This design comes from an exercise in tuning for small area on the open sky130 flow, not from production work. Where RTL was checked, it was by simulation tests only, not by an equivalence proof against the original. No functional check of the RTL was part of runs 1 and 3. No activity file was given, so power comes from the tool's default toggle rates.

`flow/standard.sh`:
```
#!/bin/bash
# synth_recipe.tcl (not shown) runs the flow's synth.tcl, then flattens the netlist and writes it again
# the make line also repeats each setting of config.mk as NAME=value (left out here)
make -C /OpenROAD-flow-scripts/flow DESIGN_CONFIG=/design/flow/config.mk WORK_HOME=/design/flow/orfs CLKGATE_MAP_FILE= SYNTH_SCRIPT=/design/flow/synth_recipe.tcl "${@:-finish}"
```
`flow/flow/make_args`:
```
BUFFER_PORTS_ARGS=-buffer_cell sky130_fd_sc_hd__buf_1
CTS_ARGS=-sink_clustering_enable -repair_clock_nets -dont_use_dummy_load -buf_list sky130_fd_sc_hd__clkbuf_8
```
`flow/flow/remap.tcl`:
```
# Re-map the combinational logic of the standard synthesis with an area-oriented ABC script.
# Registers (and every other sequential cell) are kept as they are, under their names.
set lib $::env(REMAP_LIB)
set net $::env(REMAP_NET)
set script $::env(REMAP_ABC)
yosys read_liberty -ignore_miss_func $lib
yosys read_verilog $net
yosys hierarchy -top top
yosys setattr -mod -set keep_hierarchy 1 =sky130_fd_sc_hd__df*
yosys flatten
yosys opt -purge
yosys abc -script $script -liberty $lib -dont_use *lpflow* -dont_use *probe*
yosys opt_clean -purge
yosys hilomap -singleton -hicell sky130_fd_sc_hd__conb_1 HI -locell sky130_fd_sc_hd__conb_1 LO
yosys insbuf -buf sky130_fd_sc_hd__buf_4 A X
yosys splitnets
yosys opt_clean -purge
yosys tee -o $::env(REMAP_STAT) stat -liberty $lib
yosys write_verilog -noattr -noexpr -nohex -nodec -selected $::env(REMAP_OUT).full
yosys select top
yosys write_verilog -noattr -noexpr -nohex -nodec -selected $::env(REMAP_OUT)
```
`flow/design.v`:
```
module top (
    input clk,
    input rst,
    output [5:0] led,
    output uartTx,
    input uartRx,
    input btn
);
localparam R_W1  = 4'b0000;   
localparam R_W2  = 4'b0001;   
localparam R_W4  = 4'b0010;   
localparam R_W4G = 4'b0011;   
localparam R_W8  = 4'b0100;   
localparam R_P8  = 4'b0101;   
localparam R_ST  = 4'b0110;   
localparam R_P4  = 4'b0111;   
localparam [11:0] R_T = 12'h059;    
localparam [11:0] R_M = 12'h7ef;    
localparam [11:0] R_A = 12'h75b;    
localparam [11:0] R_B = 12'h000;    
reg [3:0] r_st;
reg [11:0] r_cnt;
reg r_err;
reg r_mc;    
reg r_a;     
reg r_o;     
wire r_wait = (r_st[3:2] == 2'b00) || (r_st == R_W8);
wire r_hit = ((r_cnt ^ R_T) & R_M) == 12'd0;
wire new_rx = (r_st == R_W4G);
localparam T_INIT  = 3'd0;
localparam T_LOADQ = 3'd1;
localparam T_SENDQ = 3'd2;
localparam T_RECV  = 3'd3;
localparam T_CMP   = 3'd4;
localparam T_LOADA = 3'd5;
localparam T_SENDA = 3'd6;
reg [2:0] t_st;
reg [2:0] k;       
reg pc;            
reg old_btn;
wire [1:0] j = (t_st == T_RECV) ? k[1:0] : 2'd0;
reg pbit;
always @* begin
    case ({j, r_st[2:0]})
        5'b00_000: pbit = 1'b1; 5'b00_001: pbit = 1'b0; 5'b00_010: pbit = 1'b0; 5'b00_011: pbit = 1'b0;
        5'b00_100: pbit = 1'b1; 5'b00_101: pbit = 1'b1; 5'b00_110: pbit = 1'b0; 5'b00_111: pbit = 1'b0;
        5'b01_000: pbit = 1'b1; 5'b01_001: pbit = 1'b0; 5'b01_010: pbit = 1'b0; 5'b01_011: pbit = 1'b0;
        5'b01_100: pbit = 1'b0; 5'b01_101: pbit = 1'b1; 5'b01_110: pbit = 1'b1; 5'b01_111: pbit = 1'b0;
        5'b10_000: pbit = 1'b0; 5'b10_001: pbit = 1'b1; 5'b10_010: pbit = 1'b0; 5'b10_011: pbit = 1'b0;
        5'b10_100: pbit = 1'b1; 5'b10_101: pbit = 1'b1; 5'b10_110: pbit = 1'b0; 5'b10_111: pbit = 1'b0;
        5'b11_000: pbit = 1'b0; 5'b11_001: pbit = 1'b1; 5'b11_010: pbit = 1'b0; 5'b11_011: pbit = 1'b0;
        5'b11_100: pbit = 1'b0; 5'b11_101: pbit = 1'b0; 5'b11_110: pbit = 1'b1; 5'b11_111: pbit = 1'b0;
    endcase
end
always @(posedge clk) begin
    if (rst) begin
        r_st <= R_W1;
        r_err <= 1'b0;
    end else begin
        case (r_st)
            R_W1, R_W2, R_W4, R_W4G, R_W8:
                r_st <= uartRx ? R_W2 : R_ST;
            R_ST:
                if (r_hit) begin
                    if (uartRx) begin
                        r_st <= R_P8;
                        r_err <= 1'b1;
                    end else
                        r_st <= 4'b1000;
                end
            R_P4:
                if (r_hit) begin
                    r_st <= (uartRx && !r_err) ? R_W4G : R_W4;
                    r_err <= !uartRx;
                end
            R_P8:
                if (r_hit) begin
                    r_st <= R_W8;
                    r_err <= !uartRx;
                end
            default:   
                if (r_hit)
                    r_st <= (r_st[2:0] == 3'd7) ? R_P4 : r_st + 4'd1;
        endcase
    end
end
always @(posedge clk) begin
    if (r_wait || r_hit)
        r_cnt <= r_wait ? R_A : R_B;
    else
        r_cnt <= {~r_cnt[10:0], r_cnt[11] ^ r_cnt[0]};
end
always @(posedge clk) begin
    if (r_st == R_ST) begin
        r_mc <= 1'b1;
        r_a <= 1'b1;
        r_o <= 1'b0;
    end else if (r_st[3] && r_hit) begin
        r_mc <= r_mc & (uartRx ~^ pbit);
        r_a <= r_a & uartRx;
        case (r_st[2:0])
            3'd5: r_o <= uartRx;
            3'd6: r_o <= uartRx ? !r_a : r_o;
            3'd7: r_o <= uartRx ? 1'b0 : r_o;
            default: r_o <= r_o;
        endcase
    end
end
assign led[5:2] = (r_st == R_W1) ? 4'b0001 :
                  (r_st == R_W2) ? 4'b0010 :
                  (r_st == R_W8 || r_st == R_P8) ? 4'b1000 : 4'b0100;
localparam U_WAIT0 = 4'b0000;   
localparam U_INIT0 = 4'b0001;   
localparam U_WAIT3 = 4'b0010;   
localparam U_INIT3 = 4'b0011;   
localparam U_INIT2 = 4'b0100;   
localparam U_START = 4'b0101;   
localparam U_STOP  = 4'b0110;   
localparam [11:0] U_T  = 12'h059;
localparam [11:0] U_M  = 12'h7ef;
localparam [11:0] U_S0 = 12'h000;
localparam [11:0] S4   = 12'h00c;
localparam [11:0] S4_M = 12'h006;
reg [3:0] u_st;
reg [11:0] u_cnt;
reg [3:0] rc;      
reg out;
wire t_send = (t_st == T_SENDQ) || (t_st == T_SENDA);
wire msg_q = (t_st == T_SENDQ);
wire last = msg_q ? (rc == 4'd12) : pc ? (rc == 4'd9) : (rc == 4'd7);
wire req = t_send && !last;
wire u_active = (u_st == U_START) || (u_st == U_STOP) || u_st[3];
wire u_init = (u_st == U_INIT0) || (u_st == U_INIT2) || (u_st == U_INIT3);
wire u_hit = ((u_cnt ^ U_T) & U_M) == 12'd0;
wire tx_idle = (u_st == U_START) && (((u_cnt ^ S4) & S4_M) == 12'd0) && last;
reg [6:0] rom;
always @* begin
    case ({msg_q, pc, rc})
            6'b110000: rom = 7'h20;
            6'b110001: rom = 7'h45;
            6'b110010: rom = 7'h6e;
            6'b110011: rom = 7'h74;
            6'b110100: rom = 7'h65;
            6'b110101: rom = 7'h72;
            6'b110110: rom = 7'h20;
            6'b110111: rom = 7'h50;
            6'b111000: rom = 7'h61;
            6'b111001: rom = 7'h73;
            6'b111010: rom = 7'h73;
            6'b111011: rom = 7'h3a;
            6'b111100: rom = 7'h20;
            6'b100000: rom = 7'h20;
            6'b100001: rom = 7'h45;
            6'b100010: rom = 7'h6e;
            6'b100011: rom = 7'h74;
            6'b100100: rom = 7'h65;
            6'b100101: rom = 7'h72;
            6'b100110: rom = 7'h20;
            6'b100111: rom = 7'h50;
            6'b101000: rom = 7'h61;
            6'b101001: rom = 7'h73;
            6'b101010: rom = 7'h73;
            6'b101011: rom = 7'h3a;
            6'b101100: rom = 7'h20;
            6'b010000: rom = 7'h20;
            6'b010001: rom = 7'h43;
            6'b010010: rom = 7'h6f;
            6'b010011: rom = 7'h72;
            6'b010100: rom = 7'h72;
            6'b010101: rom = 7'h65;
            6'b010110: rom = 7'h63;
            6'b010111: rom = 7'h74;
            6'b011000: rom = 7'h21;
            6'b011001: rom = 7'h20;
            6'b000000: rom = 7'h20;
            6'b000001: rom = 7'h57;
            6'b000010: rom = 7'h72;
            6'b000011: rom = 7'h6f;
            6'b000100: rom = 7'h6e;
            6'b000101: rom = 7'h67;
            6'b000110: rom = 7'h21;
            6'b000111: rom = 7'h20;
        default: rom = 7'h20;
    endcase
end
always @(posedge clk) begin
    if (rst)
        out <= 1'b1;
    else
        out <= (u_st != U_START) && (!u_st[3] || ((u_st[2:0] != 3'd7) && rom[u_st[2:0]]));
end
always @(posedge clk) begin
    if (rst) begin
        u_st <= U_WAIT0;
    end else begin
        case (u_st)
            U_WAIT0: if (req) u_st <= U_INIT0;
            U_WAIT3: if (req) u_st <= U_INIT3;
            U_INIT0, U_INIT2, U_INIT3:
                u_st <= req ? U_START : U_WAIT3;
            U_START:
                if (u_hit) u_st <= 4'b1000;
            U_STOP:
                if (u_hit) u_st <= U_INIT2;
            default:
                if (u_hit) u_st <= (u_st[2:0] == 3'd7) ? U_STOP : u_st + 4'd1;
        endcase
    end
end
always @(posedge clk) begin
    if (!u_active || u_hit)
        u_cnt <= U_S0;
    else
        u_cnt <= {~u_cnt[10:0], u_cnt[11] ^ u_cnt[0]};
end
always @(posedge clk) begin
    if (rst || !t_send)
        rc <= 4'd0;
    else if (u_init && req)
        rc <= rc + 4'd1;
end
assign uartTx = out;
assign led[1:0] = (u_st == U_WAIT0 || u_st == U_INIT0) ? 2'b00 :
                  (u_st == U_WAIT3 || u_st == U_INIT3) ? 2'b11 : 2'b10;
always @(posedge clk) begin
    if (rst) begin
        t_st <= T_INIT;
        k <= 3'd0;
        pc <= 1'b0;
        old_btn <= 1'b1;
    end else begin
        old_btn <= btn;
        case (t_st)
            T_INIT: begin
                k <= 3'd0;
                if (old_btn && !btn) t_st <= T_LOADQ;
            end
            T_LOADQ: begin
                k <= k + 3'd1;
                if (k == 3'd7) t_st <= T_SENDQ;
            end
            T_SENDQ:
                if (tx_idle) begin
                    t_st <= T_RECV;
                    pc <= 1'b1;
                end
            T_RECV: begin
                if (new_rx) begin
                    if (r_o) begin
                        k <= k + 3'd1;
                        if (!k[2]) pc <= pc & r_mc;
                    end else
                        t_st <= T_INIT;
                end
                if (k[2]) t_st <= T_CMP;
            end
            T_CMP: begin
                k <= 3'd0;
                t_st <= T_LOADA;
            end
            T_LOADA: begin
                k <= k + 3'd1;
                if (k == 3'd7) t_st <= T_SENDA;
            end
            T_SENDA:
                if (tx_idle) t_st <= T_INIT;
            default: t_st <= T_INIT;
        endcase
    end
end
endmodule
```
`flow/flow/s4.abc`:
```
strash
&get -n
&deepsyn -T 30 -S 7
&put
dch -f
amap
topo
```
`flow/flow/s1.abc`:
```
strash
&get -n
&deepsyn -T 20
&put
dch -f
amap
topo
```
`flow/constraint.sdc`:
```
create_clock -name core_clock -period 10.0 [get_ports {clk}]
set_input_delay 2.0000 -clock core_clock [delete_from_list [all_inputs] [get_ports {clk}]]
set_output_delay 2.0000 -clock core_clock [all_outputs]
set_load 0.01 [all_outputs]
```
`flow/flow/s3.abc`:
```
strash
&get -n
&dch -f
&nf -p -R 1000
&put
topo
```
`flow/config.mk`:
```
export PLATFORM = sky130hd
export DESIGN_NAME = top
export DESIGN_NICKNAME = top
export VERILOG_FILES = /design/flow/design.v
export SDC_FILE = /design/flow/constraint.sdc
export NUM_CORES = 4
export LEC_CHECK = 0
export ABC_AREA = 1
export CAP_MARGIN = 0
export CORE_MARGIN = 2
export CORE_UTILIZATION = 40
export SLEW_MARGIN = 0
```
`flow/flow/run.sh`:
```
#!/bin/bash
# Standard ORFS layout, with the combinational logic of the standard synthesis re-mapped by
# area-oriented ABC scripts (flow/s*.abc; the smallest result is kept) before floorplanning.
# Registers are left untouched. flow/make_args holds extra make variables for the layout steps,
# one per line.
set -euo pipefail
W=$(pwd)
R=$W/orfs/results/$FLOW_PLATFORM/top/base
LIB=$FLOW_HOME/platforms/$FLOW_PLATFORM/lib/sky130_fd_sc_hd__tt_025C_1v80.lib

bash standard.sh synth > $W/standard_synth.log 2>&1
cp $R/1_2_yosys.v $W/1_2_yosys.std.v
best=""; best_area=""
for s in $W/flow/s*.abc; do
  n=$(basename $s .abc)
  REMAP_LIB=$LIB REMAP_NET=$W/1_2_yosys.std.v REMAP_ABC=$s \
    REMAP_STAT=$W/remap_stat_$n.txt REMAP_OUT=$W/1_2_yosys.remap_$n.v \
    yosys -c $W/flow/remap.tcl > $W/remap_$n.log 2>&1 || continue
  a=$(awk '/Chip area for module/ {print $NF}' $W/remap_stat_$n.txt | head -1)
  echo "$n $a" >> $W/remap_areas.txt
  if [[ -z "$best" ]] || awk "BEGIN{exit !($a < $best_area)}"; then best=$n; best_area=$a; fi
done
echo "chosen $best $best_area" >> $W/remap_areas.txt
cp $W/1_2_yosys.remap_$best.v $R/1_2_yosys.v
rm -f $R/1_synth.odb $R/1_synth.sdc
ARGS=()
if [[ -f $W/flow/make_args ]]; then
  while IFS= read -r line; do [[ -n "$line" ]] && ARGS+=("$line"); done < $W/flow/make_args
fi
bash standard.sh "${ARGS[@]}" finish > $W/standard_finish.log 2>&1
```
`flow/flow/s2.abc`:
```
strash
&get -n
&deepsyn -T 20
&put
dch -f
amap -m
topo
```
==> flow_summary.json, run 1 <==
{
  "outcome": "complete, no violations",
  "grt_max_degree": 17,
  "firstDrtPassIters": 4,
  "drc_errors": 0,
  "start_kind": "register",
  "crit_arrival_ns": 1.36,
  "clock-sinks": 49,
  "rsz0062_at_grt": "false",
  "fin_skew_ns": 0.0229,
  "criticalPathCategory": "register to output pin",
  "post_cts_buffers": 0,
  "netlist_area_mm2": 0.00217,
  "rows": 26,
  "cts.path.max_buffers": 2,
  "p_per_area_mw_per_mm2": 192,
  "synthCells": 293,
  "dp_hpwl_mm": 3.49,
  "clk_pin_slew_ns": 0.08,
  "fin_crit_ns": 3.36,
  "crit_fanout": 9,
  "antenna_cells": 0,
  "tns_ns": 0,
  "wl_per_cell_um": 12.1,
  "fillers": 521,
  "regArea_um2": 981,
  "maxCapViolations": 0,
  "clkLatencyLatePin_ns": 0.30,
  "cts_tree": "yes",
  "tightestPinTransition_ns": 1.16,
  "viasPerCell": 5.34,
  "cp-end-kind": "output pin",
  "leakagePower_uw": 0.000814,
  "gp_congestion": 0.891,
  "vias": 2022,
  "root_buffer": "clkbuf_8",
  "multi_input_area_mm2": 0.00106,
  "hold_buffers": 0,
  "routed_wirelength_mm": 4.58,
  "syn-num-nets": 297,
  "fp.dieW_um": 77.6,
  "htreeDepth": 2,
  "antenna_found_initial": 0,
  "grt_overflow_total": 0,
  "dieArea_mm2": 0.00603,
  "required_ns": 8.00,
  "syn_area_per_cell_um2": 7.40,
  "core_mm2": 0.00517,
  "drive_gt1_share_pct": 1.94,
  "relSlewSlack_pct": 22.1,
  "portBuffers": 10,
  "ctsResizeCount": 0,
  "die_height_um": 77.6,
  "timing.fmax_mhz": 298,
  "grt_first_pass_wirelength_mm": 8.17,
  "cts_buffers": 5,
  "drt_iter0_markers": 116,
  "start_util_pct": 41.9,
  "total_power_uw": 456,
  "grt_pass1_vias": 1837,
  "ant_nets": 0,
  "nets": 315,
  "ir_worst_vdd_mv": 0.120,
  "hold_path.class": "register to register",
  "syn2layout_area_growth_pct": 9.29,
  "io_pins": 11,
  "post-route-period-util_pct": 33.6,
  "hold_viol": 0,
  "maxSlewViolCount": 0,
  "synth-warning-count": 1,
  "track_usage_pct": 16.5,
  "setup_viol": 0
}
[routing by layer]
layer | vias to the layer above | global-route usage, % | wire (µm)
met2 | 43 | 24.6 | 1920
met5 | - | 0 | 0
met4 | 0 | 5.71 | 55
met1 | 908 | 23.3 | 2390
met3 | 8 | 3.95 | 213
li1 | 1063 | - | -
[critical path, stage by stage (launching register included)]
cell and delay, ns:
dfxtp_1 0.50, clkinv_1 0.21, nand2_1 0.17, nor3_1 0.06
buf_1 0.13
[final timing paths]
check | startpoint | to | slack [ns] | cells past startpoint
worst min register to register | r_cnt[4] | r_cnt[5] | 0.39 | 1
worst max register to register | u_st[0] | rc[3] | 7.42 | 12
worst min-delay path | r_cnt[4] | r_cnt[5] | 0.39 | 1
worst max-delay path | r_st[3] | led[2] | 6.64 | 4
[cell type report]
type	instances	area share, %
inverters	34	5.39
clock buffers	5	2.90
multi-input cells	210	44.7
repair buffers	11	1.90
flip-flops and latches	49	41.4
well taps	70	3.70
[where the power goes]
group	switching, µW	leakage (µW)	internal [µW]
sequential	19.5	0.000400	218
combinational	74.2	0.000378	39.9
clock	58.3	0.0000359	45.2
total	152	0.000814	304
[stage by stage]
step	setup WS [ns]	utilization, %	cell area (µm²)	hold slack, ns	std cells
2_1_floorplan	7.13	-	2170	0.358	293
3_3_place_gp	6.79	44.5	2300	0.375	374
3_5_place_dp	6.78	44.5	2300	0.381	374
4_1_cts	6.64	45.8	2370	0.393	379
5_1_grt	6.47	45.8	2370	0.417	379
6_report	6.64	45.8	2370	0.389	379
[flip-flops by register name, indices dropped and copies added, names as in the netlist, 3 cells and up]
register and cells:
u_st 4, rc 4, r_st 4, t_st 3
u_cnt 12, k 3, r_cnt 12
[cells in the final DEF, fill, tap and decap left out]
cell       instances
a2111oi_0          3
a211oi_1           9
a21oi_1           15
a221oi_1           2
a22oi_1            2
a31oi_1            9
a41oi_1            2
buf_1             10
buf_4              1
clkbuf_8           5
clkinv_1          34
dfxtp_1           49
nand2_1           25
nand2b_1           1
nand3_1            6
nand4bb_1          1
nor2_1            74
nor2b_1            1
nor3_1            20
nor4_1             5
o211a_1            1
o211ai_1           2
o21a_1             1
o21ai_0           18
o221a_1            1
o221ai_1           1
o22ai_1            3
o311ai_0           3
o32a_1             1
or2_0              1
or3_1              1
or4_1              1
or4b_1             1
==> run 2: changes to the inputs <==
--- a/flow/design.v
+++ b/flow/design.v
@@ -35,10 +35,10 @@
 localparam T_LOADA = 3'd5;
 localparam T_SENDA = 3'd6;
 reg [2:0] t_st;
-reg [2:0] k;       
 reg pc;            
 reg old_btn;
-wire [1:0] j = (t_st == T_RECV) ? k[1:0] : 2'd0;
+reg [3:0] rc;
+wire [1:0] j = (t_st == T_RECV) ? rc[1:0] : 2'd0;
 reg pbit;
 always @* begin
     case ({j, r_st[2:0]})
@@ -123,7 +123,6 @@
 localparam [11:0] S4_M = 12'h006;
 reg [3:0] u_st;
 reg [11:0] u_cnt;
-reg [3:0] rc;      
 reg out;
 wire t_send = (t_st == T_SENDQ) || (t_st == T_SENDA);
 wire msg_q = (t_st == T_SENDQ);
@@ -187,7 +186,7 @@
     if (rst)
         out <= 1'b1;
     else
-        out <= (u_st != U_START) && (!u_st[3] || ((u_st[2:0] != 3'd7) && rom[u_st[2:0]]));
+        out <= (u_st != U_START) && (!u_st[3] || (t_send ? ((u_st[2:0] != 3'd7) && rom[u_st[2:0]]) : (u_st[2:0] == 3'd5)));
 end
 always @(posedge clk) begin
     if (rst) begin
@@ -213,57 +212,50 @@
     else
         u_cnt <= {~u_cnt[10:0], u_cnt[11] ^ u_cnt[0]};
 end
-always @(posedge clk) begin
-    if (rst || !t_send)
-        rc <= 4'd0;
-    else if (u_init && req)
-        rc <= rc + 4'd1;
-end
 assign uartTx = out;
 assign led[1:0] = (u_st == U_WAIT0 || u_st == U_INIT0) ? 2'b00 :
                   (u_st == U_WAIT3 || u_st == U_INIT3) ? 2'b11 : 2'b10;
 always @(posedge clk) begin
     if (rst) begin
         t_st <= T_INIT;
-        k <= 3'd0;
+        rc <= 4'd0;
         pc <= 1'b0;
         old_btn <= 1'b1;
     end else begin
         old_btn <= btn;
         case (t_st)
             T_INIT: begin
-                k <= 3'd0;
+                rc <= 4'd0;
                 if (old_btn && !btn) t_st <= T_LOADQ;
             end
-            T_LOADQ: begin
-                k <= k + 3'd1;
-                if (k == 3'd7) t_st <= T_SENDQ;
-            end
-            T_SENDQ:
+            T_LOADQ, T_LOADA: begin
+                if (rc[2:0] == 3'd7) begin
+                    rc <= 4'd0;
+                    t_st <= (t_st == T_LOADQ) ? T_SENDQ : T_SENDA;
+                end else
+                    rc <= rc + 4'd1;
+            end
+            T_SENDQ, T_SENDA:
                 if (tx_idle) begin
-                    t_st <= T_RECV;
+                    rc <= 4'd0;
+                    t_st <= (t_st == T_SENDQ) ? T_RECV : T_INIT;
                     pc <= 1'b1;
-                end
+                end else if (u_init && req)
+                    rc <= rc + 4'd1;
             T_RECV: begin
                 if (new_rx) begin
                     if (r_o) begin
-                        k <= k + 3'd1;
-                        if (!k[2]) pc <= pc & r_mc;
+                        rc <= rc + 4'd1;
+                        if (!rc[2]) pc <= pc & r_mc;
                     end else
                         t_st <= T_INIT;
                 end
-                if (k[2]) t_st <= T_CMP;
+                if (rc[2]) t_st <= T_CMP;
             end
             T_CMP: begin
-                k <= 3'd0;
+                rc <= 4'd0;
                 t_st <= T_LOADA;
             end
-            T_LOADA: begin
-                k <= k + 3'd1;
-                if (k == 3'd7) t_st <= T_SENDA;
-            end
-            T_SENDA:
-                if (tx_idle) t_st <= T_INIT;
             default: t_st <= T_INIT;
         endcase
     end
==> run 2 against run 1 <==
  * Hold slack about the same
  * Fmax is 0.71% higher
  * Clock power about the same
  * Die area decreased by 4.9%
  * Synthesized cell count is 5.1% lower
  * Non-clock buffer count unchanged
  * Final area shrank 4.7%
  * Sequential power decreased by about 20%
  * First-iteration DRC count rose by 9.5%
  * Register-to-register slack worse by 0.39 ns
  * Still clean on timing, DRC and antenna
  * Wire length hardly changed
==> flow_summary.json, run 2 <==
{
  "outcome": "complete, no violations",
  "r2r-start": "rc[1]",
  "seqPwrFrac_pct": 61.5,
  "nets": 300,
  "dr_wl_met3_um": 202,
  "grt_max_degree": 15,
  "relSlewSlack_pct": 27.2,
  "fp.dieW_um": 75.7,
  "r2r-end": "rc[3]",
  "reg_top3": "r_cnt x12, u_cnt x12",
  "timing.fmax_mhz": 300,
  "cts.path.max_buffers": 2,
  "fin_skew_ns": 0.0160,
  "antenna_found_initial": 0,
  "crit_path_end": "led[3]",
  "hold_path.class": "register to register",
  "start_kind": "register",
  "dpl.cell_count": 359,
  "syn_area_per_cell_um2": 7.40,
  "cp_slowest_cell": "dfxtp_1",
  "setup_viol": 0,
  "start_util_pct": 40.8,
  "wl_met1_mm": 2.32,
  "required_ns": 8.00,
  "reg2regPathDepth": 14,
  "gp_congestion": 0.917,
  "path_cells": "clkinv_1 > nor3_1 > buf_1",
  "hold_viol": 0,
  "vias": 1934,
  "ant_nets": 0,
  "ir_worst_vdd_mv": 0.0853,
  "p_comb_share_pct": 6.1,
  "final_cell_mix": "nor2_1 (69), dfxtp_1 (46), clkinv_1 (33)",
  "crit_arrival_ns": 1.34,
  "drt_iter0_markers": 127,
  "p_int_uw": 238,
  "rsz0062_at_grt": "false",
  "htreeDepth": 2,
  "post-route-period-util_pct": 33.4,
  "antenna_cells": 0,
  "route.met2.wl_mm": 2.00,
  "total_power_uw": 310,
  "tns_ns": 0,
  "clk_pin_slew_ns": 0.08,
  "core_mm2": 0.00504,
  "grt_overflow_total": 0,
  "p_sw_uw": 71.5,
  "cts_tree": "yes",
  "root_buffer": "clkbuf_8",
  "firstDrtPassIters": 4,
  "fin_cells": 364,
  "syn2layout_area_growth_pct": 9.79,
  "crit_fanout": 7,
  "clock-sinks": 46,
  "dp_hpwl_mm": 3.43,
  "dieArea_mm2": 0.00573,
  "clkLatencyLatePin_ns": 0.29,
  "synthCells": 278,
  "die_height_um": 75.7,
  "ctsResizeCount": 0,
  "grt_first_pass_wirelength_mm": 7.92,
  "portBuffers": 10,
  "io_pins": 11,
  "grt_pass1_vias": 1726,
  "p_clk_share_pct": 32.4,
  "syn-num-nets": 282,
  "final_common_cell": "nor2_1",
  "hold_buffers": 0,
  "dp_slack_ns": 6.87,
  "fin_crit_ns": 3.34,
  "top_layer_used": "met4",
  "r2r_slack_ns": 7.03,
  "synth-warning-count": 1,
  "leakagePower_uw": 0.000763,
  "swShare_pct": 23.1,
  "cts_buffers": 5,
  "holdWs_ns": 0.389,
  "rows": 26,
  "layout_setup_ws_ns": 6.66,
  "maxCapViolations": 0,
  "max_stage_delay_ns": 0.48,
  "tightestPinTransition_ns": 1.08,
  "drc_errors": 0,
  "netlist_area_mm2": 0.00206,
  "routed_wirelength_mm": 4.58,
  "cp-end-kind": "output pin",
  "track_usage_pct": 18.0,
  "wl_per_cell_um": 12.6,
  "crit_start": "r_st[0]",
  "viasPerCell": 5.31,
  "criticalPathCategory": "register to output pin",
  "p_per_area_mw_per_mm2": 137,
  "post_cts_buffers": 0,
  "drive_gt1_share_pct": 2.04,
  "maxSlewViolCount": 0
}
run 2: how the worst min path moves through the flow:
| stage | startpoint | to | slack, ns | cells after the start |
|---|---|---|---|---|
| after detailed placement | r_cnt[3] | r_cnt[4] | 0.37 | 1 |
| after global routing | u_cnt[4] | u_cnt[5] | 0.39 | 1 |
| after global placement | r_cnt[3] | r_cnt[4] | 0.37 | 1 |
| final | r_cnt[3] | r_cnt[4] | 0.39 | 1 |
| after floorplan | r_cnt[3] | r_cnt[4] | 0.35 | 1 |
| after CTS | r_cnt[3] | r_cnt[4] | 0.39 | 1 |
run 2: critical path: cells and delay by family (launching register included):
family | cells | cell delay, ns
flip-flops | 1 | 0.48
buffers and inverters | 2 | 0.35
AND/OR/NAND/NOR | 1 | 0.21
run 2: final cells by class:
type | count | area, µm²
well taps | 70 | 87.6
inverters | 33 | 124
clock buffers | 5 | 68.8
multi-input cells | 199 | 1010
repair buffers | 11 | 45.0
flip-flops and latches | 46 | 921
fillers | 509 | 2780
run 2: metrics by stage:
| stage | instance area (µm²) | utilization, % |
|---|---|---|
| 6_report | 2260 | 44.8 |
| 5_1_grt | 2260 | 44.8 |
| 4_1_cts | 2260 | 44.8 |
| 3_5_place_dp | 2190 | 43.4 |
| 3_3_place_gp | 2190 | 43.4 |
| 2_1_floorplan | 2060 | - |
run 2: routing by layer:
layer,global-route usage [%],up-vias
met4,4.68,0
li1,-,1007
met3,3.57,5
met1,26.0,873
met5,0,-
met2,27.5,49
run 2: power by group through the flow:
stage	logic (µW)	registers, µW	clock network, µW
finish	18.8	191	101
detailed placement	18.7	195	0
floorplan	13.5	194	0
CTS	18.8	191	104
global placement	18.5	195	0
global route	21.9	191	112
==> run 3: changes to the inputs <==
--- a/flow/design.v
+++ b/flow/design.v
@@ -31,7 +31,6 @@
 localparam T_LOADQ = 3'd1;
 localparam T_SENDQ = 3'd2;
 localparam T_RECV  = 3'd3;
-localparam T_CMP   = 3'd4;
 localparam T_LOADA = 3'd5;
 localparam T_SENDA = 3'd6;
 reg [2:0] t_st;
@@ -225,11 +224,11 @@
         old_btn <= btn;
         case (t_st)
             T_INIT: begin
-                rc <= 4'd0;
+                rc <= 4'd1;
                 if (old_btn && !btn) t_st <= T_LOADQ;
             end
             T_LOADQ, T_LOADA: begin
-                if (rc[2:0] == 3'd7) begin
+                if (rc[3]) begin
                     rc <= 4'd0;
                     t_st <= (t_st == T_LOADQ) ? T_SENDQ : T_SENDA;
                 end else
@@ -250,11 +249,10 @@
                     end else
                         t_st <= T_INIT;
                 end
-                if (rc[2]) t_st <= T_CMP;
-            end
-            T_CMP: begin
-                rc <= 4'd0;
-                t_st <= T_LOADA;
+                if (rc[2]) begin
+                    rc <= 4'd0;
+                    t_st <= T_LOADA;
+                end
             end
             default: t_st <= T_INIT;
         endcase
==> run 3 against run 2 <==
  * Still clean on timing, DRC and antenna
  * Clock power about the same
  * First-iteration DRC count grew 46%
  * Fmax down 5.1%
==> flow_summary.json, run 3 <==
{
  "start_util_pct": 41.2,
  "wl_per_cell_um": 13.2,
  "syn_area_per_cell_um2": 7.39,
  "r2r_slack_ns": 6.89,
  "hold_path.class": "register to register",
  "dieArea_mm2": 0.00586,
  "grt_first_pass_wirelength_mm": 8.31,
  "leakagePower_uw": 0.000808,
  "ir_worst_vdd_mv": 0.109,
  "rows": 26,
  "rsz0062_at_grt": "false",
  "routed_wirelength_mm": 4.89,
  "cts_tree": "yes",
  "fp.dieW_um": 76.6,
  "firstDrtPassIters": 4,
  "cts.path.max_buffers": 2,
  "die_height_um": 76.6,
  "dp_hpwl_mm": 3.75,
  "clock-sinks": 46,
  "hold_viol": 0,
  "gp_congestion": 0.878,
  "relSlewSlack_pct": 52.2,
  "fin_skew_ns": 0.0136,
  "timing.fmax_mhz": 285,
  "portBuffers": 10,
  "cts_buffers": 5,
  "nets": 307,
  "final_common_cell": "nor2_1",
  "root_buffer": "clkbuf_8",
  "wl_met1_mm": 2.35,
  "ctsResizeCount": 0,
  "synthCells": 285,
  "tns_ns": 0,
  "io_pins": 11,
  "tightestPinTransition_ns": 0.700,
  "p_per_area_mw_per_mm2": 136,
  "criticalPathCategory": "register to output pin",
  "antenna_cells": 0,
  "outcome": "complete, no violations",
  "syn-num-nets": 289,
  "maxCapViolations": 0,
  "drt_iter0_markers": 185,
  "htreeDepth": 2,
  "start_kind": "register",
  "dr_wl_met3_um": 258,
  "clkLatencyLatePin_ns": 0.29,
  "hold_buffers": 0,
  "final_cell_mix": "nor2_1 (77), dfxtp_1 (46), clkinv_1 (36)",
  "route.met2.wl_mm": 2.19,
  "required_ns": 8.00,
  "setup_viol": 0,
  "reg_top3": "r_cnt x12, u_cnt x12",
  "cp-end-kind": "output pin",
  "holdWs_ns": 0.382,
  "post-route-period-util_pct": 35.1,
  "ant_nets": 0,
  "grt_overflow_total": 0,
  "core_mm2": 0.00511,
  "syn2layout_area_growth_pct": 9.57,
  "synth-warning-count": 1,
  "vias": 2025,
  "post_cts_buffers": 0,
  "antenna_found_initial": 0,
  "fin_crit_ns": 3.51,
  "track_usage_pct": 17.3,
  "drive_gt1_share_pct": 1.99,
  "maxSlewViolCount": 0,
  "total_power_uw": 314,
  "crit_arrival_ns": 1.51,
  "viasPerCell": 5.46,
  "netlist_area_mm2": 0.00211,
  "grt_pass1_vias": 1781,
  "clk_pin_slew_ns": 0.08,
  "drc_errors": 0,
  "top_layer_used": "met4",
  "crit_fanout": 5,
  "grt_max_degree": 15
}
==> run 3: final cells by class <==
class,count,area (µm²)
Clock buffer,5,68.8
Multi-Input combinational cell,203,1050
Timing Repair Buffer,11,45.0
Tap cell,70,87.6
Inverter,36,135
Sequential cell,46,921
Fill cell,536,2800
==> run 3: worst paths after layout <==
path | from | to | depth (start not counted)
hold reg to reg | r_cnt[4] | r_cnt[5] | 1
setup reg to reg | t_st[2] | rc[0] | 12
hold / removal | r_cnt[4] | r_cnt[5] | 1
setup / recovery | r_st[0] | led[3] | 5
==> run 3: critical path, cell delays in order, from the launching register on <==
cell      delay (ns)
dfxtp_1         0.41
clkinv_1        0.13
nor2_1          0.25
clkinv_1        0.16
nor2_1          0.12
buf_1           0.16
==> run 3: routing by layer <==
layer  vias up  GRT usage (%)
met2        60           26.9
met3         8           3.79
li1       1040              -
met1       917           23.3
met5         -              0
met4         0           7.09
==> run 3: power breakdown <==
| part | leakage (µW) | switching [µW] | internal (µW) | total [µW] |
|---|---|---|---|---|
| Clock | 0.0000359 | 52.8 | 45.1 | 97.9 |
| Combinational | 0.000398 | 16.8 | 8.09 | 24.9 |
| Sequential | 0.000373 | 3.80 | 187 | 191 |
| Total | 0.000808 | 73.5 | 241 | 314 |
==> run 3: metrics by stage <==
step	worst slack, ns	cells	utilization, %	instance area [µm²]
after global routing	6.32	371	45.2	2310
after CTS	6.48	371	45.2	2310
after floorplan	7.01	285	-	2110
after detailed placement	6.81	366	43.8	2240
after global placement	6.85	366	43.8	2240
final	6.49	371	45.2	2310
==> run 4: changes to the inputs <==
--- a/flow/design.v
+++ b/flow/design.v
@@ -35,7 +35,6 @@
 localparam T_SENDA = 3'd6;
 reg [2:0] t_st;
 reg pc;            
-reg old_btn;
 reg [3:0] rc;
 wire [1:0] j = (t_st == T_RECV) ? rc[1:0] : 2'd0;
 reg pbit;
@@ -217,15 +216,16 @@
 always @(posedge clk) begin
     if (rst) begin
         t_st <= T_INIT;
-        rc <= 4'd0;
+        rc <= 4'd1;
         pc <= 1'b0;
-        old_btn <= 1'b1;
     end else begin
-        old_btn <= btn;
         case (t_st)
             T_INIT: begin
-                rc <= 4'd1;
-                if (old_btn && !btn) t_st <= T_LOADQ;
+                rc <= {3'd0, btn};
+                if (rc[0] && !btn) begin
+                    rc <= 4'd1;
+                    t_st <= T_LOADQ;
+                end
             end
             T_LOADQ, T_LOADA: begin
                 if (rc[3]) begin
@@ -236,7 +236,7 @@
             end
             T_SENDQ, T_SENDA:
                 if (tx_idle) begin
-                    rc <= 4'd0;
+                    rc <= {3'd0, btn && (t_st == T_SENDA)};
                     t_st <= (t_st == T_SENDQ) ? T_RECV : T_INIT;
                     pc <= 1'b1;
                 end else if (u_init && req)
@@ -246,8 +246,10 @@
                     if (r_o) begin
                         rc <= rc + 4'd1;
                         if (!rc[2]) pc <= pc & r_mc;
-                    end else
+                    end else begin
+                        rc <= {3'd0, btn};
                         t_st <= T_INIT;
+                    end
                 end
                 if (rc[2]) begin
                     rc <= 4'd0;
--- a/flow/flow/run.sh
+++ b/flow/flow/run.sh
@@ -10,12 +10,18 @@
 
 bash standard.sh synth > $W/standard_synth.log 2>&1
 cp $R/1_2_yosys.v $W/1_2_yosys.std.v
+remap() {
+  n=$(basename $1 .abc)
+  REMAP_LIB=$LIB REMAP_NET=$W/1_2_yosys.std.v REMAP_ABC=$1 \
+    REMAP_STAT=$W/remap_stat_$n.txt REMAP_OUT=$W/1_2_yosys.remap_$n.v \
+    yosys -c $W/flow/remap.tcl > $W/remap_$n.log 2>&1 || true
+}
+export -f remap; export W LIB
+ls $W/flow/s*.abc | xargs -P ${NUM_CORES:-4} -I{} bash -c 'remap {}'
 best=""; best_area=""
 for s in $W/flow/s*.abc; do
   n=$(basename $s .abc)
-  REMAP_LIB=$LIB REMAP_NET=$W/1_2_yosys.std.v REMAP_ABC=$s \
-    REMAP_STAT=$W/remap_stat_$n.txt REMAP_OUT=$W/1_2_yosys.remap_$n.v \
-    yosys -c $W/flow/remap.tcl > $W/remap_$n.log 2>&1 || continue
+  [[ -f $W/remap_stat_$n.txt ]] || continue
   a=$(awk '/Chip area for module/ {print $NF}' $W/remap_stat_$n.txt | head -1)
   echo "$n $a" >> $W/remap_areas.txt
   if [[ -z "$best" ]] || awk "BEGIN{exit !($a < $best_area)}"; then best=$n; best_area=$a; fi
==> flow/flow/s1.abc (replaced) <==
strash
&get -n
&deepsyn -T 30 -S 1
&put
dch -f
amap
topo
==> flow/flow/s2.abc (replaced) <==
strash
&get -n
&deepsyn -T 30 -S 2
&put
dch -f
amap
topo
==> flow/flow/s3.abc (replaced) <==
strash
&get -n
&deepsyn -T 30 -S 3
&put
dch -f
amap
topo
==> flow/flow/s4.abc (replaced) <==
strash
&get -n
&deepsyn -T 30 -S 4
&put
dch -f
amap
topo
==> flow/flow/s5.abc (new file) <==
strash
&get -n
&deepsyn -T 30 -S 5
&put
dch -f
amap
topo
==> flow/flow/s6.abc (new file) <==
strash
&get -n
&deepsyn -T 30 -S 6
&put
dch -f
amap
topo
==> flow/flow/s7.abc (new file) <==
strash
&get -n
&deepsyn -T 30 -S 7
&put
dch -f
amap
topo
==> flow/flow/s8.abc (new file) <==
strash
&get -n
&deepsyn -T 30 -S 8
&put
dch -f
amap
topo
==> flow/flow/s9.abc (new file) <==
strash
&get -n
&deepsyn -T 30 -S 9
&put
dch -f
map -a
topo
==> run 4 against run 3 <==
  * Largest cell class unchanged
  * Via count down 4.1%
  * Synthesized cell count down 1.4%
  * Global-route usage up 1.0 points
  * Register-to-register slack worse by 0.26 ns
  * Critical path type unchanged
  * Critical path depth unchanged
  * Setup slack better by 0.0089 ns
  * Final area down 2.1%
==> flow_summary.json, run 4 <==
{
  "netlist_area_mm2": 0.00205,
  "leakagePower_uw": 0.000800,
  "route.met2.wl_mm": 2.04,
  "criticalPathCategory": "register to output pin",
  "reg_top3": "r_cnt x12, u_cnt x12",
  "portBuffers": 10,
  "relSlewSlack_pct": 65.5,
  "grt_first_pass_wirelength_mm": 8.00,
  "fin_skew_ns": 0.0201,
  "htreeDepth": 2,
  "grt_max_degree": 16,
  "nets": 304,
  "gp_congestion": 0.900,
  "crit_arrival_ns": 1.51,
  "r2r-end": "rc[3]",
  "fp.dieW_um": 75.6,
  "ctsResizeCount": 0,
  "dieArea_mm2": 0.00572,
  "syn2layout_area_growth_pct": 10.2,
  "min_from": "u_cnt[4]",
  "drc_errors": 0,
  "crit_fanout": 8,
  "post-route-period-util_pct": 35.1,
  "r2r-start": "t_st[2]",
  "p_sw_uw": 152,
  "final_cell_mix": "nor2_1 (76), dfxtp_1 (45), o21ai_0 (31)",
  "p_per_area_mw_per_mm2": 192,
  "grt_pass1_vias": 1830,
  "p_comb_share_pct": 28.3,
  "clock-sinks": 45,
  "dr_wl_met3_um": 214,
  "clk_pin_slew_ns": 0.09,
  "start_kind": "register",
  "hold_buffers": 0,
  "ir_worst_vdd_mv": 0.104,
  "post_cts_buffers": 0,
  "final_common_cell": "nor2_1",
  "start_util_pct": 40.7,
  "vias": 1941,
  "top_layer_used": "met4",
  "required_ns": 8.00,
  "timing.fmax_mhz": 285,
  "wl_met1_mm": 2.25,
  "setup_viol": 0,
  "routed_wirelength_mm": 4.61,
  "p_int_uw": 282,
  "antenna_found_initial": 0,
  "maxCapViolations": 0,
  "swShare_pct": 35.1,
  "syn_area_per_cell_um2": 7.30,
  "seqPwrFrac_pct": 48.5,
  "io_pins": 11,
  "core_mm2": 0.00504,
  "holdPathEnd": "u_cnt[5]",
  "firstDrtPassIters": 4,
  "tightestPinTransition_ns": 0.517,
  "hold_viol": 0,
  "wl_per_cell_um": 12.5,
  "antenna_cells": 0,
  "hold_depth": 1,
  "r2r_slack_ns": 6.63,
  "viasPerCell": 5.27,
  "p_clk_share_pct": 23.3,
  "cts_buffers": 5,
  "drive_gt1_share_pct": 2.35,
  "dpl.cell_count": 363,
  "reg2regPathDepth": 18,
  "maxSlewViolCount": 0,
  "cts_tree": "yes",
  "synth-warning-count": 1,
  "fin_cells": 368,
  "dp_slack_ns": 6.69,
  "dp_hpwl_mm": 3.40,
  "synthCells": 281,
  "ant_nets": 0,
  "rsz0062_at_grt": "false",
  "tns_ns": 0,
  "syn-num-nets": 285,
  "clkLatencyLatePin_ns": 0.30,
  "grt_overflow_total": 0,
  "hold_path.class": "register to register",
  "die_height_um": 75.6,
  "rows": 26,
  "cp-end-kind": "output pin",
  "root_buffer": "clkbuf_8",
  "track_usage_pct": 18.4,
  "cts.path.max_buffers": 2,
  "drt_iter0_markers": 129,
  "fin_crit_ns": 3.51,
  "outcome": "complete, no violations",
  "layout_setup_ws_ns": 6.49
}
==> run 4: final cells by class <==
| class | instances | area, µm² |
|---|---|---|
| well taps | 70 | 87.6 |
| multi-input cells | 208 | 1040 |
| clock buffers | 5 | 68.8 |
| fillers | 532 | 2780 |
| flip-flops and latches | 45 | 901 |
| repair buffers | 12 | 52.6 |
| inverters | 28 | 105 |
==> run 4: worst max-delay path by stage <==
stage | slack [ns] | cells after the start | startpoint | end
global route | 6.16 | 18 | t_st[2] | rc[3]
finish | 6.49 | 5 | r_st[0] | led[3]
floorplan | 7.03 | 4 | r_st[0] | led[3]
CTS | 6.49 | 5 | r_st[0] | led[3]
global placement | 6.74 | 4 | rst | rc[2]
detailed placement | 6.69 | 18 | t_st[2] | rc[3]
==> run 4: power by group through the flow <==
| stage | Combinational [µW] | Clock, µW | Sequential, µW |
|---|---|---|---|
| floorplan | 96.7 | 0 | 209 |
| global placement | 124 | 0 | 215 |
| detailed placement | 122 | 0 | 215 |
| CTS | 122 | 106 | 210 |
| global route | 141 | 111 | 213 |
| finish | 123 | 101 | 211 |
==> run 4: routing by layer <==
metal / global-route usage, % / vias up
li1: - / 1022
met1: 24.2 / 856
met2: 28.6 / 51
met3: 4.23 / 12
met4: 8.58 / 0
met5: 0 / -
==> run 4: metrics by stage <==
stage | instance area (µm²) | power (µW) | hold slack [ns] | util [%]
2_1_floorplan | 2050 | 306 | 0.358 | -
3_3_place_gp | 2190 | 338 | 0.370 | 43.4
3_5_place_dp | 2190 | 336 | 0.373 | 43.4
4_1_cts | 2260 | 438 | 0.369 | 44.8
5_1_grt | 2260 | 465 | 0.373 | 44.8
6_report | 2260 | 435 | 0.367 | 44.8
==> run 4: worst max-delay path: stages, from the launching register on <==
cell and delay, ns:
dfxtp_1 0.46, clkinv_1 0.12, nor2_1 0.18, clkinv_1 0.18
nor2_1 0.12, buf_1 0.16
==> run 5: changes to the inputs <==
--- a/flow/design.v
+++ b/flow/design.v
@@ -31,10 +31,12 @@
 localparam T_LOADQ = 3'd1;
 localparam T_SENDQ = 3'd2;
 localparam T_RECV  = 3'd3;
+localparam T_CMP   = 3'd4;
 localparam T_LOADA = 3'd5;
 localparam T_SENDA = 3'd6;
 reg [2:0] t_st;
 reg pc;            
+reg old_btn;
 reg [3:0] rc;
 wire [1:0] j = (t_st == T_RECV) ? rc[1:0] : 2'd0;
 reg pbit;
@@ -216,19 +218,18 @@
 always @(posedge clk) begin
     if (rst) begin
         t_st <= T_INIT;
-        rc <= 4'd1;
+        rc <= 4'd0;
         pc <= 1'b0;
+        old_btn <= 1'b1;
     end else begin
+        old_btn <= btn;
         case (t_st)
             T_INIT: begin
-                rc <= {3'd0, btn};
-                if (rc[0] && !btn) begin
-                    rc <= 4'd1;
-                    t_st <= T_LOADQ;
-                end
+                rc <= 4'd0;
+                if (old_btn && !btn) t_st <= T_LOADQ;
             end
             T_LOADQ, T_LOADA: begin
-                if (rc[3]) begin
+                if (rc[2:0] == 3'd7) begin
                     rc <= 4'd0;
                     t_st <= (t_st == T_LOADQ) ? T_SENDQ : T_SENDA;
                 end else
@@ -236,7 +237,7 @@
             end
             T_SENDQ, T_SENDA:
                 if (tx_idle) begin
-                    rc <= {3'd0, btn && (t_st == T_SENDA)};
+                    rc <= 4'd0;
                     t_st <= (t_st == T_SENDQ) ? T_RECV : T_INIT;
                     pc <= 1'b1;
                 end else if (u_init && req)
@@ -246,15 +247,14 @@
                     if (r_o) begin
                         rc <= rc + 4'd1;
                         if (!rc[2]) pc <= pc & r_mc;
-                    end else begin
-                        rc <= {3'd0, btn};
+                    end else
                         t_st <= T_INIT;
-                    end
-                end
-                if (rc[2]) begin
-                    rc <= 4'd0;
-                    t_st <= T_LOADA;
-                end
+                end
+                if (rc[2]) t_st <= T_CMP;
+            end
+            T_CMP: begin
+                rc <= 4'd0;
+                t_st <= T_LOADA;
             end
             default: t_st <= T_INIT;
         endcase
==> flow/flow/make_args (replaced) <==
BUFFER_PORTS_ARGS=-buffer_cell sky130_fd_sc_hd__buf_1
CTS_ARGS=-sink_clustering_enable -repair_clock_nets -dont_use_dummy_load -buf_list sky130_fd_sc_hd__clkbuf_16 -sink_buffer_max_cap_derate 1.0
==> run 5 against run 4 <==
  * Global-route usage is 0.34 points lower
  * Flip-flop and latch count is 1 higher
  * Critical path depth is 2 lower
  * Non-clock buffer count is 1 lower
  * Highest routed layer unchanged
  * Power is 18% lower
  * Hold slack better by 0.016 ns
  * Setup slack better by 0.19 ns
  * Critical path type unchanged
  * Final area is 2.4% higher
  * Clock power is 47% higher
  * Core utilization is 1.1 points higher
  * Clock-buffer cell count stayed put
  * Register-to-register slack better by 0.41 ns
==> flow_summary.json, run 5 <==
{
  "outcome": "complete, no violations",
  "die_height_um": 75.7,
  "firstDrtPassIters": 4,
  "netlist_area_mm2": 0.00206,
  "gp_congestion": 0.917,
  "antenna_found_initial": 0,
  "clk_pin_slew_ns": 0.06,
  "multi_input_area_mm2": 0.00101,
  "post-route-util_pct": 45.9,
  "viasPerCell": 5.37,
  "track_usage_pct": 18.0,
  "cts.path.max_buffers": 2,
  "required_ns": 8.00,
  "ctsResizeCount": 0,
  "tns_ns": 0,
  "fin_cells": 364,
  "final_common_cell": "nor2_1",
  "hold_buffers": 0,
  "grt_max_degree": 15,
  "criticalPathCategory": "register to output pin",
  "crit_fanout": 7,
  "vias": 1956,
  "drive_gt1_share_pct": 2.04,
  "start_kind": "register",
  "wl_per_cell_um": 12.7,
  "cp-end-kind": "output pin",
  "dpl.cell_count": 359,
  "cts_tree": "yes",
  "drt_iter0_markers": 113,
  "rows": 26,
  "synth-warning-count": 1,
  "tightestPinTransition_ns": 1.07,
  "grt_first_pass_wirelength_mm": 7.96,
  "post-route-period-util_pct": 33.2,
  "relSlewSlack_pct": 27.9,
  "htreeDepth": 2,
  "final_cell_mix": "nor2_1 (69), dfxtp_1 (46), clkinv_1 (33)",
  "leakagePower_uw": 0.000789,
  "antenna_cells": 0,
  "nets": 300,
  "r2r_slack_ns": 7.04,
  "drc_errors": 0,
  "io_pins": 11,
  "fillers": 506,
  "rsz0062_at_grt": "false",
  "regArea_um2": 921,
  "crit_arrival_ns": 1.32,
  "ant_nets": 0,
  "syn-num-nets": 282,
  "maxCapViolations": 0,
  "core_mm2": 0.00504,
  "syn2layout_area_growth_pct": 12.5,
  "maxSlewViolCount": 0,
  "fin_skew_ns": 0.0109,
  "p_per_area_mw_per_mm2": 155,
  "hold_path.class": "register to register",
  "min_from": "r_cnt[3]",
  "grt_pass1_vias": 1734,
  "start_util_pct": 40.8,
  "syn_area_per_cell_um2": 7.40,
  "post_cts_buffers": 0,
  "root_buffer": "clkbuf_16",
  "portBuffers": 10,
  "r2r-end": "rc[3]",
  "ir_worst_vdd_mv": 0.0937,
  "clkLatencyLatePin_ns": 0.28,
  "reg_top3": "r_cnt x12, u_cnt x12",
  "routed_wirelength_mm": 4.61,
  "reg2regPathDepth": 14,
  "crit_path_end": "led[3]",
  "dieArea_mm2": 0.00573,
  "timing.fmax_mhz": 302,
  "cts_buffers": 5,
  "synthCells": 278,
  "dp_hpwl_mm": 3.43,
  "fp.dieW_um": 75.7,
  "fin_crit_ns": 3.32,
  "grt_overflow_total": 0,
  "clock-sinks": 46,
  "setup_viol": 0,
  "crit_start": "r_st[0]",
  "hold_viol": 0,
  "r2r-start": "rc[1]"
}
-- run 5: stage by stage --
stage / worst slack [ns] / hold slack, ns / power [µW] / cell area, µm²
after global routing: 6.55 / 0.385 / 374 / 2310
final: 6.68 / 0.383 / 358 / 2310
after detailed placement: 6.87 / 0.366 / 213 / 2190
after CTS: 6.68 / 0.380 / 362 / 2310
after global placement: 6.90 / 0.365 / 213 / 2190
after floorplan: 7.14 / 0.353 / 207 / 2060
-- run 5: metal layers --
layer  vias to the layer above  global-route usage [%]  share of wire, %
met1                       891                    26.5                50
met4                         0                    4.68              0.78
li1                       1013                       -                 -
met3                         5                    3.57               5.2
met5                         -                       0                 0
met2                        47                    27.1                44
-- run 5: worst max-delay path, cell delays in order, from the launching register on --
cell and delay [ns]:
dfxtp_1 0.47, clkinv_1 0.19, nor3_1 0.21, buf_1 0.17
-- run 5: worst min path at each step --
stage                to  slack [ns]  cells past startpoint
2_1_floorplan  r_cnt[4]        0.35                      1
3_3_place_gp   r_cnt[4]        0.37                      1
3_5_place_dp   r_cnt[4]        0.37                      1
4_1_cts        r_cnt[4]        0.38                      1
5_1_grt        u_cnt[5]        0.38                      1
6_report       r_cnt[4]        0.38                      1
-- run 5: layout make-up --
type                    count  area share, %
multi-input cells         199           43.7
flip-flops and latches     46           39.8
clock buffers               5           5.41
inverters                  33           5.35
well taps                  70           3.78
repair buffers             11           1.95
-- run 5: power by group --
part	internal (µW)	leakage, µW	total (µW)	switching (µW)
clock	88.2	0.0000616	148	59.8
sequential	187	0.000373	191	3.69
combinational	6.30	0.000354	18.8	12.5
==> run 6: changes to the inputs <==
==> flow/flow/make_args (replaced) <==
BUFFER_PORTS_ARGS=-buffer_cell sky130_fd_sc_hd__buf_1
CTS_ARGS=-sink_clustering_enable -repair_clock_nets -dont_use_dummy_load -buf_list sky130_fd_sc_hd__clkbuf_8 -sink_buffer_max_cap_derate 1.0
==> run 6 against run 5 <==
  * Final area shrank 2.4%
  * Still clean
  * Critical path depth is the same
  * Cell count is the same
  * Clock skew grew 0.0052 ns
  * Critical path type unchanged
  * Largest cell class unchanged
==> flow_summary.json, run 6 <==
{
  "outcome": "complete, no violations",
  "criticalPathCategory": "register to output pin",
  "tightestPinTransition_ns": 1.08,
  "antenna_cells": 0,
  "ctsResizeCount": 0,
  "ant_nets": 0,
  "dpl.cell_count": 359,
  "holdWs_ns": 0.389,
  "root_buffer": "clkbuf_8",
  "firstDrtPassIters": 4,
  "r2r_slack_ns": 7.03,
  "routed_wirelength_mm": 4.58,
  "ir_worst_vdd_mv": 0.0853,
  "io_pins": 11,
  "rsz0062_at_grt": "false",
  "die_height_um": 75.7,
  "antenna_found_initial": 0,
  "regArea_um2": 921,
  "setup_viol": 0,
  "timing.fmax_mhz": 300,
  "layout_setup_ws_ns": 6.66,
  "reg2regPathDepth": 14,
  "top_layer_used": "met4",
  "final_cell_mix": "nor2_1 (69), dfxtp_1 (46), clkinv_1 (33)",
  "clock-sinks": 46,
  "start_util_pct": 40.8,
  "p_per_area_mw_per_mm2": 137,
  "hold_buffers": 0,
  "grt_overflow_total": 0,
  "maxCapViolations": 0,
  "wl_per_cell_um": 12.6,
  "drc_errors": 0,
  "required_ns": 8.00,
  "track_usage_pct": 18.0,
  "nets": 300,
  "netlist_area_mm2": 0.00206,
  "hold_path.class": "register to register",
  "fin_crit_ns": 3.34,
  "syn_area_per_cell_um2": 7.40,
  "r2r-start": "rc[1]",
  "wl_met1_mm": 2.32,
  "synth-warning-count": 1,
  "cts.path.max_buffers": 2,
  "dp_slack_ns": 6.87,
  "viasPerCell": 5.31,
  "fp.dieW_um": 75.7,
  "dp_hpwl_mm": 3.43,
  "vias": 1934,
  "rows": 26,
  "hold_viol": 0,
  "grt_pass1_vias": 1726,
  "grt_first_pass_wirelength_mm": 7.92,
  "post_cts_buffers": 0,
  "fin_skew_ns": 0.0160,
  "cp-end-kind": "output pin",
  "maxSlewViolCount": 0,
  "crit_fanout": 7,
  "syn2layout_area_growth_pct": 9.79,
  "final_common_cell": "nor2_1",
  "post-route-period-util_pct": 33.4,
  "cts_buffers": 5,
  "clkLatencyLatePin_ns": 0.29,
  "route.met2.wl_mm": 2.00,
  "relSlewSlack_pct": 27.2,
  "drive_gt1_share_pct": 2.04,
  "grt_max_degree": 15,
  "dieArea_mm2": 0.00573,
  "drt_iter0_markers": 127,
  "cts_tree": "yes",
  "fillers": 509,
  "htreeDepth": 2,
  "multi_input_area_mm2": 0.00101,
  "clk_pin_slew_ns": 0.08,
  "tns_ns": 0,
  "crit_start": "r_st[0]",
  "synthCells": 278,
  "syn-num-nets": 282,
  "leakagePower_uw": 0.000763,
  "portBuffers": 10,
  "fin_cells": 364,
  "crit_arrival_ns": 1.34,
  "start_kind": "register",
  "core_mm2": 0.00504,
  "reg_top3": "r_cnt x12, u_cnt x12",
  "crit_path_end": "led[3]",
  "dr_wl_met3_um": 202,
  "gp_congestion": 0.917,
  "r2r-end": "rc[3]"
}
[run 6: cell types whose count changed in the layout (fill, tap and decap cells not counted)]
| cell | previous run | this run |
|---|---|---|
| clkbuf_16 | 5 | 0 |
| clkbuf_8 | 0 | 5 |
[run 6: worst min path at each step]
stage	endpoint	cells after the start	slack, ns	from
after detailed placement	r_cnt[4]	1	0.37	r_cnt[3]
final	r_cnt[4]	1	0.39	r_cnt[3]
after global placement	r_cnt[4]	1	0.37	r_cnt[3]
after floorplan	r_cnt[4]	1	0.35	r_cnt[3]
after global routing	u_cnt[5]	1	0.39	u_cnt[4]
after CTS	r_cnt[4]	1	0.39	r_cnt[3]
[run 6: critical path, cell delays in order (launching register included)]
cell and delay [ns]:
dfxtp_1 0.48, clkinv_1 0.18, nor3_1 0.21, buf_1 0.17
[run 6: per-stage QoR]
step	total power, µW	utilization (%)	instance area [µm²]
6_report	310	44.8	2260
5_1_grt	325	44.8	2260
4_1_cts	313	44.8	2260
3_5_place_dp	213	43.4	2190
3_3_place_gp	213	43.4	2190
2_1_floorplan	207	-	2060
[run 6: final cells by class]
type / instances / area share (%)
multi-input cells: 199 / 44.8
well taps: 70 / 3.88
repair buffers: 11 / 1.99
flip-flops and latches: 46 / 40.8
clock buffers: 5 / 3.05
inverters: 33 / 5.48
[run 6: metal layers]
metal,global-route usage (%),up-vias
li1,-,1007
met1,26.0,873
met2,27.5,49
met3,3.57,5
met4,4.68,0
met5,0,-
[run 6: power by group]
group          switching (µW)  internal (µW)
registers                3.63            187
logic                    12.5           6.30
clock network            55.4           45.1
==> run 7: changes to the inputs <==
==> flow/flow/make_args (replaced) <==
BUFFER_PORTS_ARGS=-buffer_cell sky130_fd_sc_hd__buf_1
CTS_ARGS=-sink_clustering_enable -repair_clock_nets -dont_use_dummy_load -buf_list sky130_fd_sc_hd__clkbuf_8
==> run 7 against run 6 <==
  * Critical path type unchanged
  * Sequential share of layout area unchanged
  * Critical endpoint unchanged
  * Clock power barely moved
  * Largest power group unchanged
  * Critical path depth is the same
  * Cell count stayed put
  * Largest cell class unchanged
  * Final area unchanged
==> flow_summary.json, run 7 <==
{
  "start_kind": "register",
  "ant_nets": 0,
  "syn_area_per_cell_um2": 7.40,
  "gp_congestion": 0.917,
  "rows": 26,
  "cts.path.max_buffers": 2,
  "route.met2.wl_mm": 2.00,
  "grt_pass1_vias": 1726,
  "clock-sinks": 46,
  "htreeDepth": 2,
  "start_util_pct": 40.8,
  "maxCapViolations": 0,
  "layout_setup_ws_ns": 6.66,
  "post_cts_buffers": 0,
  "wl_per_cell_um": 12.6,
  "maxSlewViolCount": 0,
  "synth-warning-count": 1,
  "routed_wirelength_mm": 4.58,
  "tightestPinTransition_ns": 1.08,
  "core_mm2": 0.00504,
  "clkLatencyLatePin_ns": 0.29,
  "fp.dieW_um": 75.7,
  "die_height_um": 75.7,
  "grt_max_degree": 15,
  "viasPerCell": 5.31,
  "leakagePower_uw": 0.000763,
  "wl_met1_mm": 2.32,
  "grt_overflow_total": 0,
  "antenna_found_initial": 0,
  "tns_ns": 0,
  "criticalPathCategory": "register to output pin",
  "hold_path.class": "register to register",
  "drc_errors": 0,
  "portBuffers": 10,
  "hold_viol": 0,
  "fin_cells": 364,
  "dpl.cell_count": 359,
  "post-route-period-util_pct": 33.4,
  "fin_crit_ns": 3.34,
  "nets": 300,
  "hold_buffers": 0,
  "ctsResizeCount": 0,
  "grt_first_pass_wirelength_mm": 7.92,
  "syn2layout_area_growth_pct": 9.79,
  "p_per_area_mw_per_mm2": 137,
  "root_buffer": "clkbuf_8",
  "reg_top3": "r_cnt x12, u_cnt x12",
  "track_usage_pct": 18.0,
  "total_power_uw": 310,
  "setup_viol": 0,
  "vias": 1934,
  "cp-end-kind": "output pin",
  "synthCells": 278,
  "crit_arrival_ns": 1.34,
  "dieArea_mm2": 0.00573,
  "final_common_cell": "nor2_1",
  "clk_pin_slew_ns": 0.08,
  "ir_worst_vdd_mv": 0.0853,
  "dr_wl_met3_um": 202,
  "drive_gt1_share_pct": 2.04,
  "cts_buffers": 5,
  "post-route-util_pct": 44.8,
  "dp_slack_ns": 6.87,
  "io_pins": 11,
  "antenna_cells": 0,
  "final_cell_mix": "nor2_1 (69), dfxtp_1 (46), clkinv_1 (33)",
  "dp_hpwl_mm": 3.43,
  "top_layer_used": "met4",
  "outcome": "complete, no violations",
  "timing.fmax_mhz": 300,
  "crit_fanout": 7,
  "relSlewSlack_pct": 27.2,
  "rsz0062_at_grt": "false",
  "firstDrtPassIters": 4,
  "fin_skew_ns": 0.0160,
  "required_ns": 8.00,
  "drt_iter0_markers": 127,
  "cts_tree": "yes",
  "syn-num-nets": 282,
  "netlist_area_mm2": 0.00206
}
-- run 7: worst paths after layout --
kind / slack, ns / cells past startpoint / from / to
worst min-delay path: 0.39 / 1 / r_cnt[3] / r_cnt[4]
worst max register to register: 7.03 / 14 / rc[1] / rc[3]
worst max-delay path: 6.66 / 3 / r_st[0] / led[3]
worst min register to register: 0.39 / 1 / r_cnt[3] / r_cnt[4]
-- run 7: where the power goes --
| group | total (µW) | switching, µW | leakage [µW] | internal [µW] |
|---|---|---|---|---|
| clock | 101 | 55.4 | 0.0000359 | 45.1 |
| sequential | 191 | 3.63 | 0.000373 | 187 |
| combinational | 18.8 | 12.5 | 0.000354 | 6.30 |
| total | 310 | 71.5 | 0.000763 | 238 |
-- run 7: layout make-up --
cell class | instances | area [µm²]
clock buffer | 5 | 68.8
fill | 509 | 2780
inverter | 33 | 124
multi-input combinational | 199 | 1010
sequential | 46 | 921
tap | 70 | 87.6
timing repair buffer | 11 | 45.0
-- run 7: layer usage --
| layer | vias to the layer above | track usage (%) |
|---|---|---|
| met3 | 5 | 3.57 |
| met4 | 0 | 4.68 |
| li1 | 1007 | - |
| met1 | 873 | 26.0 |
| met5 | - | 0 |
| met2 | 49 | 27.5 |
-- run 7: critical path: stages, from the launching register on --
cell	delay, ns
dfxtp_1	0.48
clkinv_1	0.18
nor3_1	0.21
buf_1	0.17
-- run 7: per-stage QoR --
| step | area [µm²] | hold WS (ns) |
|---|---|---|
| finish | 2260 | 0.389 |
| CTS | 2260 | 0.386 |
| global placement | 2190 | 0.365 |
| floorplan | 2060 | 0.353 |
| detailed placement | 2190 | 0.366 |
| global route | 2260 | 0.388 |

## separate check: timing with driven ports
How much do the figures lean on ideal ports? The routed layouts below were timed once more, with nothing changed but the port constraints.
Step 1: set_driving_cell puts a clkbuf_16 on clk and a buf_2 on each other input, an assumption about the parent block.
Step 2 also shifts input and output timing later by t, the mid clock arrival at the registers, as if the neighbouring blocks saw the same clock.
a / b / c = ideal / step 1 / step 2; a / b = the first two.
| run | shift t [ns] | slack for setup (ns) | worst setup path after step 2 |
|---|---|---|---|
| run 1 | 0.319 | 6.641 / 6.614 / 6.746 | input to register |
| run 2 | 0.311 | 6.664 / 6.637 / 6.820 | input to register |
| run 3 | 0.314 | 6.486 / 6.456 / 6.770 | register to output |
| run 4 | 0.322 | 6.495 / 6.467 / 6.628 | register to register |
| run 5 | 0.306 | 6.684 / 6.651 / 6.846 | input to register |
| run 6 | 0.311 | 6.664 / 6.637 / 6.820 | input to register |
| run 7 | 0.311 | 6.664 / 6.637 / 6.820 | input to register |
After both steps setup and hold are still met in every run listed.
